What follows belongs to an exercise in optimizing a design on an open flow for small area and a short achievable clock period; a production flow would make more cautious choices.
At most, simulation tests tie the RTL to the original design; equivalence was not proved.
Power is estimated from default activity; no workload was simulated.

before:
Design MicroUAZ8Bits2020V02, start of the top module:
module MicroUAZ8Bits2020V02(
    input Clk,
    input Rst,
    input [8:0] i_Instruction,
    input [7:0] i_Dato_Bus,
    output [7:0] o_Addres_Instruction_Bus,
    output [7:0] o_DataOut_Bus,
    output [7:0] o_Addres_Data_Bus,
    output RW
    );
Settings: LEC_CHECK=0, CAP_MARGIN=20, CORE_MARGIN=2, CORE_UTILIZATION=40, SETUP_SLACK_MARGIN=2.5, SLEW_MARGIN=20; clock period 6.0 ns.
standard.sh (not shown) runs the stock make flow with config.mk's settings and CLKGATE_MAP_FILE= SYNTH_SCRIPT=/design/flow/synth_recipe.tcl, a recipe that flattens the netlist after the stock synthesis.
==> flow/flow/run.sh <==
#!/bin/bash
# Own layout flow: the standard ORFS flow (standard.sh), with the
# changes set in flow/opts.sh:
#  - MY_ABC_SCRIPT: ABC script for synthesis's mapping (via my_synth.tcl,
#    which sources synth_recipe.tcl unchanged and only swaps abc's script);
#  - EXTRA: further make variables (port buffer cell, adder mapping, ...).
# Each tool's output stays in orfs/logs/; make's own output in run_make.log.
set -euo pipefail
W=$(pwd)
export FLOW_WORK=$W
EXTRA=()
source $W/flow/opts.sh
bash standard.sh SYNTH_SCRIPT=$W/flow/my_synth.tcl "${EXTRA[@]}" finish > $W/run_make.log 2>&1
==> flow/flow/abc.script <==
strash
dch
map -a
topo
==> flow/flow/my_synth.tcl <==
# The standard synthesis (synth_recipe.tcl, sourced unchanged) with one
# change: Yosys's abc pass runs the ABC script named by MY_ABC_SCRIPT in
# place of ORFS's abc_speed script.
proc abc {args} {
  set i [lsearch -exact $args -script]
  if { $i >= 0 && [info exists ::env(MY_ABC_SCRIPT)] } {
    lset args [expr { $i + 1 }] $::env(MY_ABC_SCRIPT)
  }
  puts "my_synth: abc $args"
  yosys abc {*}$args
}
source $::env(FLOW_WORK)/synth_recipe.tcl
==> flow/flow/opts.sh <==
# options for run.sh
export MY_ABC_SCRIPT=$W/flow/abc.script
EXTRA=( "BUFFER_PORTS_ARGS=-buffer_cell sky130_fd_sc_hd__buf_1" "ADDER_MAP_FILE=" )
> inputs changed (before -> after)
==> flow/flow/abc.script <==
&get -n
&st
&dch
&nf
&put
diff --git a/flow/config.mk b/flow/config.mk
--- a/flow/config.mk
+++ b/flow/config.mk
@@ -12,0 +13 @@
+export TNS_END_PERCENT = 0
## What came out
- Number of cells in the design after placement came out lower on after than on before.
- Against before, the final cell area of after is lower.
- Between after and before, via count is lower for after, before comes in above that.
- Compared to before, the router laid down less metal wire for after.
- after ends up with a headroom to the max-slew limit that is 8.4 points lower than in before.
- Looking at non-clock buffer count, after sits 72 below before.
- Critical path depth (lower): after
No functional check of the RTL was part of any run of this note.

* * *

Setup of run 1:
MicroUAZ8Bits2020V02, a different RTL version from the one above (not shown whole).
Size in the first run: about 600 cells after synthesis, ~44 I/O pins.
clock: 6.0 ns
lec_check: 0
cap_margin: 20
core_margin: 2
core_utilization: 60
cts_buf_list: sky130_fd_sc_hd__clkbuf_8
cts_cluster_size: 25
setup_slack_margin: 2.5
slew_margin: 20
tns_end_percent: 0
==> flow/flow/abc.script <==
&get -n
&st
&dch -f
&nf -R 1000
&put
==> flow/flow/my_synth.tcl <==
# The standard synthesis (synth_recipe.tcl, sourced unchanged) with one
# change: Yosys's abc pass runs the ABC script named by MY_ABC_SCRIPT in
# place of ORFS's abc_speed script, and keeps abc from the cells named in
# MY_ABC_DONT_USE, if set.
proc abc {args} {
  set i [lsearch -exact $args -script]
  if { $i >= 0 && [info exists ::env(MY_ABC_SCRIPT)] } {
    lset args [expr { $i + 1 }] $::env(MY_ABC_SCRIPT)
  }
  if { [info exists ::env(MY_ABC_DONT_USE)] } {
    foreach c $::env(MY_ABC_DONT_USE) { lappend args -dont_use $c }
  }
  puts "my_synth: abc $args"
  yosys abc {*}$args
}
source $::env(FLOW_WORK)/synth_recipe.tcl
Scripts as last shown in full above: flow/flow/run.sh, flow/flow/opts.sh
The inputs of run 2 differ from those of run 1 as listed below.
# run 1
export LEC_CHECK = 0
export CAP_MARGIN = 20
export CORE_MARGIN = 2
export CORE_UTILIZATION = 60
export CTS_BUF_LIST = sky130_fd_sc_hd__clkbuf_8
export CTS_CLUSTER_SIZE = 25
export SETUP_SLACK_MARGIN = 2.5
export SLEW_MARGIN = 20
export TNS_END_PERCENT = 0
create_clock -name core_clock -period 6.0 [get_ports {Clk}]
# run 2
export LEC_CHECK = 0
export CAP_MARGIN = 20
export CORE_MARGIN = 2
export CORE_UTILIZATION = 40
export CTS_BUF_LIST = sky130_fd_sc_hd__clkbuf_8
export CTS_CLUSTER_SIZE = 25
export SETUP_SLACK_MARGIN = 2.5
export SLEW_MARGIN = 20
export TNS_END_PERCENT = 0
create_clock -name core_clock -period 6.0 [get_ports {Clk}]
==> flow/flow/opts.sh <==
# options for run.sh
export MY_ABC_SCRIPT=$W/flow/abc.script
EXTRA=( "BUFFER_PORTS_ARGS=-buffer_cell sky130_fd_sc_hd__buf_1" "ADDER_MAP_FILE=" "RECOVER_POWER=100" )
--- outcome ---
The flow for run 2 finished, though final verification flagged max-capacitance violations, max-slew violations.
In summary, run 1 completed successfully, with a layout that passed the timing, design-rule and antenna checks.
For run 2, the slowest stage cell on the critical path was clkinvlp_2, unlike run 1, where it was a222oi_1.
In run 2 the final setup slack of the worst path turned out 0.94 ns lower than in run 1.
Summary of run 2 over run 1: clock period minus worst slack shows an increase of 0.94 ns, post-route core utilization shows a reduction of 27 points, maximum number of pins on one net before global-route repair shows a reduction of about 9%, leakage power summed over all cells shows a reduction of 4.1%, total routed wirelength shows a reduction of about 3.6%.
As of run 2, placement row count had risen by more than 10% compared to run 1.
NOTE: via count of the first global-routing pass in run 2 falls short of that of run 1
The count of buffers added by post-CTS timing repair for setup in run 2 was higher than what run 1 gave.
In the flow results for run 1 and run 2, the combinational cell fraction of total power is smaller on run 2.
Input changes introduced in run 3 (baseline for comparison: run 2):
# run 2
export LEC_CHECK = 0
export CAP_MARGIN = 20
export CORE_MARGIN = 2
export CORE_UTILIZATION = 40
export CTS_BUF_LIST = sky130_fd_sc_hd__clkbuf_8
export CTS_CLUSTER_SIZE = 25
export SETUP_SLACK_MARGIN = 2.5
export SLEW_MARGIN = 20
export TNS_END_PERCENT = 0
create_clock -name core_clock -period 6.0 [get_ports {Clk}]
# run 3
export LEC_CHECK = 0
export CAP_MARGIN = 20
export CORE_MARGIN = 2
export CORE_UTILIZATION = 40
export SETUP_SLACK_MARGIN = 3.0
export SLEW_MARGIN = 20
export TNS_END_PERCENT = 0
create_clock -name core_clock -period 6.0 [get_ports {Clk}]
==> flow/flow/abc.script <==
&get -n
&st
&dch
&nf
&put
==> flow/flow/my_synth.tcl <==
# The standard synthesis (synth_recipe.tcl, sourced unchanged) with one
# change: Yosys's abc pass runs the ABC script named by MY_ABC_SCRIPT in
# place of ORFS's abc_speed script.
proc abc {args} {
  set i [lsearch -exact $args -script]
  if { $i >= 0 && [info exists ::env(MY_ABC_SCRIPT)] } {
    lset args [expr { $i + 1 }] $::env(MY_ABC_SCRIPT)
  }
  puts "my_synth: abc $args"
  yosys abc {*}$args
}
source $::env(FLOW_WORK)/synth_recipe.tcl
==> flow/flow/opts.sh <==
# options for run.sh
export MY_ABC_SCRIPT=$W/flow/abc.script
EXTRA=( "BUFFER_PORTS_ARGS=-buffer_cell sky130_fd_sc_hd__buf_1" "ADDER_MAP_FILE=" )
[summary]
Compared with run 2, run 3 shows share of layout cells above drive strength 1 higher by 5.4 points.
Post-CTS setup buffer count down 6 in run 3 wrt run 2
Compared with run 2, run 3 has extra setup slack.
The flow did not stop early for run 3: all stages ran, and the layout cleared the timing, design-rule and antenna checks.
Run 3 against run 2; gate count of the mapped netlist is up by a few percent.
Fraction of the mapped netlist area in compound gates in run 3 vs run 2: down 1.5 points
Looking only at non-clock buffer count, and setting everything else aside, the lower value of run 3 and run 2 goes to run 2.
[inputs] run 4 vs run 3
# run 3
export LEC_CHECK = 0
export CAP_MARGIN = 20
export CORE_MARGIN = 2
export CORE_UTILIZATION = 40
export SETUP_SLACK_MARGIN = 3.0
export SLEW_MARGIN = 20
export TNS_END_PERCENT = 0
create_clock -name core_clock -period 6.0 [get_ports {Clk}]
# run 4
export LEC_CHECK = 0
export CAP_MARGIN = 20
export CORE_MARGIN = 2
export CORE_UTILIZATION = 55
export CTS_BUF_LIST = sky130_fd_sc_hd__clkbuf_8
export CTS_CLUSTER_SIZE = 25
export PLACE_DENSITY = 0.75
export SETUP_SLACK_MARGIN = 2.5
export SLEW_MARGIN = 20
export TNS_END_PERCENT = 0
create_clock -name core_clock -period 6.0 [get_ports {Clk}]
==> flow/flow/abc.script <==
&get -n
&st
&dch -f
&nf -R 1000
&put
diff --git a/flow/flow/my_synth.tcl b/flow/flow/my_synth.tcl
--- a/flow/flow/my_synth.tcl
+++ b/flow/flow/my_synth.tcl
@@ -2,3 +2,4 @@
 # change: Yosys's abc pass runs the ABC script named by MY_ABC_SCRIPT in
-# place of ORFS's abc_speed script.
+# place of ORFS's abc_speed script, and keeps abc from the cells named in
+# MY_ABC_DONT_USE, if set.
 proc abc {args} {
@@ -8,2 +9,5 @@
   }
+  if { [info exists ::env(MY_ABC_DONT_USE)] } {
+    foreach c $::env(MY_ABC_DONT_USE) { lappend args -dont_use $c }
+  }
   puts "my_synth: abc $args"
Going from run 3 to run 4, final-layout worst hold slack increased by 0.0077 ns relative to the old numbers; width of the chip decreased by about 16% relative to the old numbers; data arrival at the endpoint of the critical path increased by 1.46 ns relative to the old numbers; insertion delay to the later sink of the worst-skew pair closely matched the old numbers.
Run comparison: run 4 destination of the critical timing path R[0][7]$_DFFE_PP0P_; run 3 destination of the critical timing path o_Addres_Data_Bus[2]
Diff run 3 -> run 4: wire length the detailed router placed on met1 now smaller, setup slack went down by 0.012 ns.
Edits applied to the flow inputs when going from run 4 to run 5:
# run 4
export LEC_CHECK = 0
export CAP_MARGIN = 20
export CORE_MARGIN = 2
export CORE_UTILIZATION = 55
export CTS_BUF_LIST = sky130_fd_sc_hd__clkbuf_8
export CTS_CLUSTER_SIZE = 25
export PLACE_DENSITY = 0.75
export SETUP_SLACK_MARGIN = 2.5
export SLEW_MARGIN = 20
export TNS_END_PERCENT = 0
create_clock -name core_clock -period 6.0 [get_ports {Clk}]
# run 5
export LEC_CHECK = 0
export CAP_MARGIN = 20
export CORE_MARGIN = 2
export CORE_UTILIZATION = 40
export SETUP_SLACK_MARGIN = 2.0
export SLEW_MARGIN = 20
export TNS_END_PERCENT = 0
create_clock -name core_clock -period 6.0 [get_ports {Clk}]
==> flow/flow/abc.script <==
&get -n
&st
&dch
&nf
&put
==> flow/flow/my_synth.tcl <==
# The standard synthesis (synth_recipe.tcl, sourced unchanged) with one
# change: Yosys's abc pass runs the ABC script named by MY_ABC_SCRIPT in
# place of ORFS's abc_speed script.
proc abc {args} {
  set i [lsearch -exact $args -script]
  if { $i >= 0 && [info exists ::env(MY_ABC_SCRIPT)] } {
    lset args [expr { $i + 1 }] $::env(MY_ABC_SCRIPT)
  }
  puts "my_synth: abc $args"
  yosys abc {*}$args
}
source $::env(FLOW_WORK)/synth_recipe.tcl
Findings:
- Taking run 4 as the reference, in run 5 final cycle utilization of the critical path increased 2.4 points, share of synthesized cell area in full adder, half adder and majority cells now sits at about the same level, final cell count went up by 90, number of ordinary and repair buffers in the finished layout rose 10, flip-flop and latch count comparable.
- Relative to run 4, the power in combinational cells measured on run 5 has increased by more than 10%.
- Run 5 against run 4: share of final-layout standard cells stronger than drive strength 1 fell 0.88 points, worst hold slack fell 0.0086 ns, wire length rose 3600 µm, number of DRC markers in iteration 0 fell about 23%, sequential share of layout area fell 2.2 points.

[afterwards: timing with drivers on the ports]
No port has a modelled driver above. Below, the same layouts with a new extraction and two added sets of constraints.
Step 1 sets driving cells, clkbuf_16 on the clock port and buf_2 on the other inputs (assumed; they add their load-dependent delay and slew).
Step 2 times the ports against the registers' clock, not the clock port: input delays grow and output delays shrink by t, the midpoint of the rising clock arrivals with the driver on.
Slacks: ideal ports / drivers / drivers and shift; pairs: ideal ports / drivers.
run	shift t [ns]	slack for setup (ns)	hold WS [ns]	latest minus earliest clock arrival (ns)	worst slew at a driven data input, ns
before	0.390	2.175 / 2.094 / 1.780	0.511 / 0.511 / 0.511	0.008 / 0.009	0.08
after	0.382	1.761 / 1.700 / 1.430	0.511 / 0.511 / 0.511	0.006 / 0.006	0.08
run 1	0.402	1.982 / 1.943 / 1.637	0.525 / 0.525 / 0.525	0.014 / 0.015	0.07
run 2	0.395	1.041 / 0.977 / 0.690	0.524 / 0.524 / 0.524	0.015 / 0.015	0.06
run 3	0.380	2.015 / 1.968 / 1.727	0.514 / 0.514 / 0.514	0.011 / 0.011	0.07
run 4	0.383	2.003 / 1.912 / 1.596	0.522 / 0.522 / 0.522	0.018 / 0.017	0.11
run 5	0.388	1.856 / 1.814 / 1.550	0.514 / 0.514 / 0.514	0.013 / 0.013	0.05
The setup slack of run 4, which loses most, moves by -0.091 ns with the drivers and by -0.407 ns with both steps.
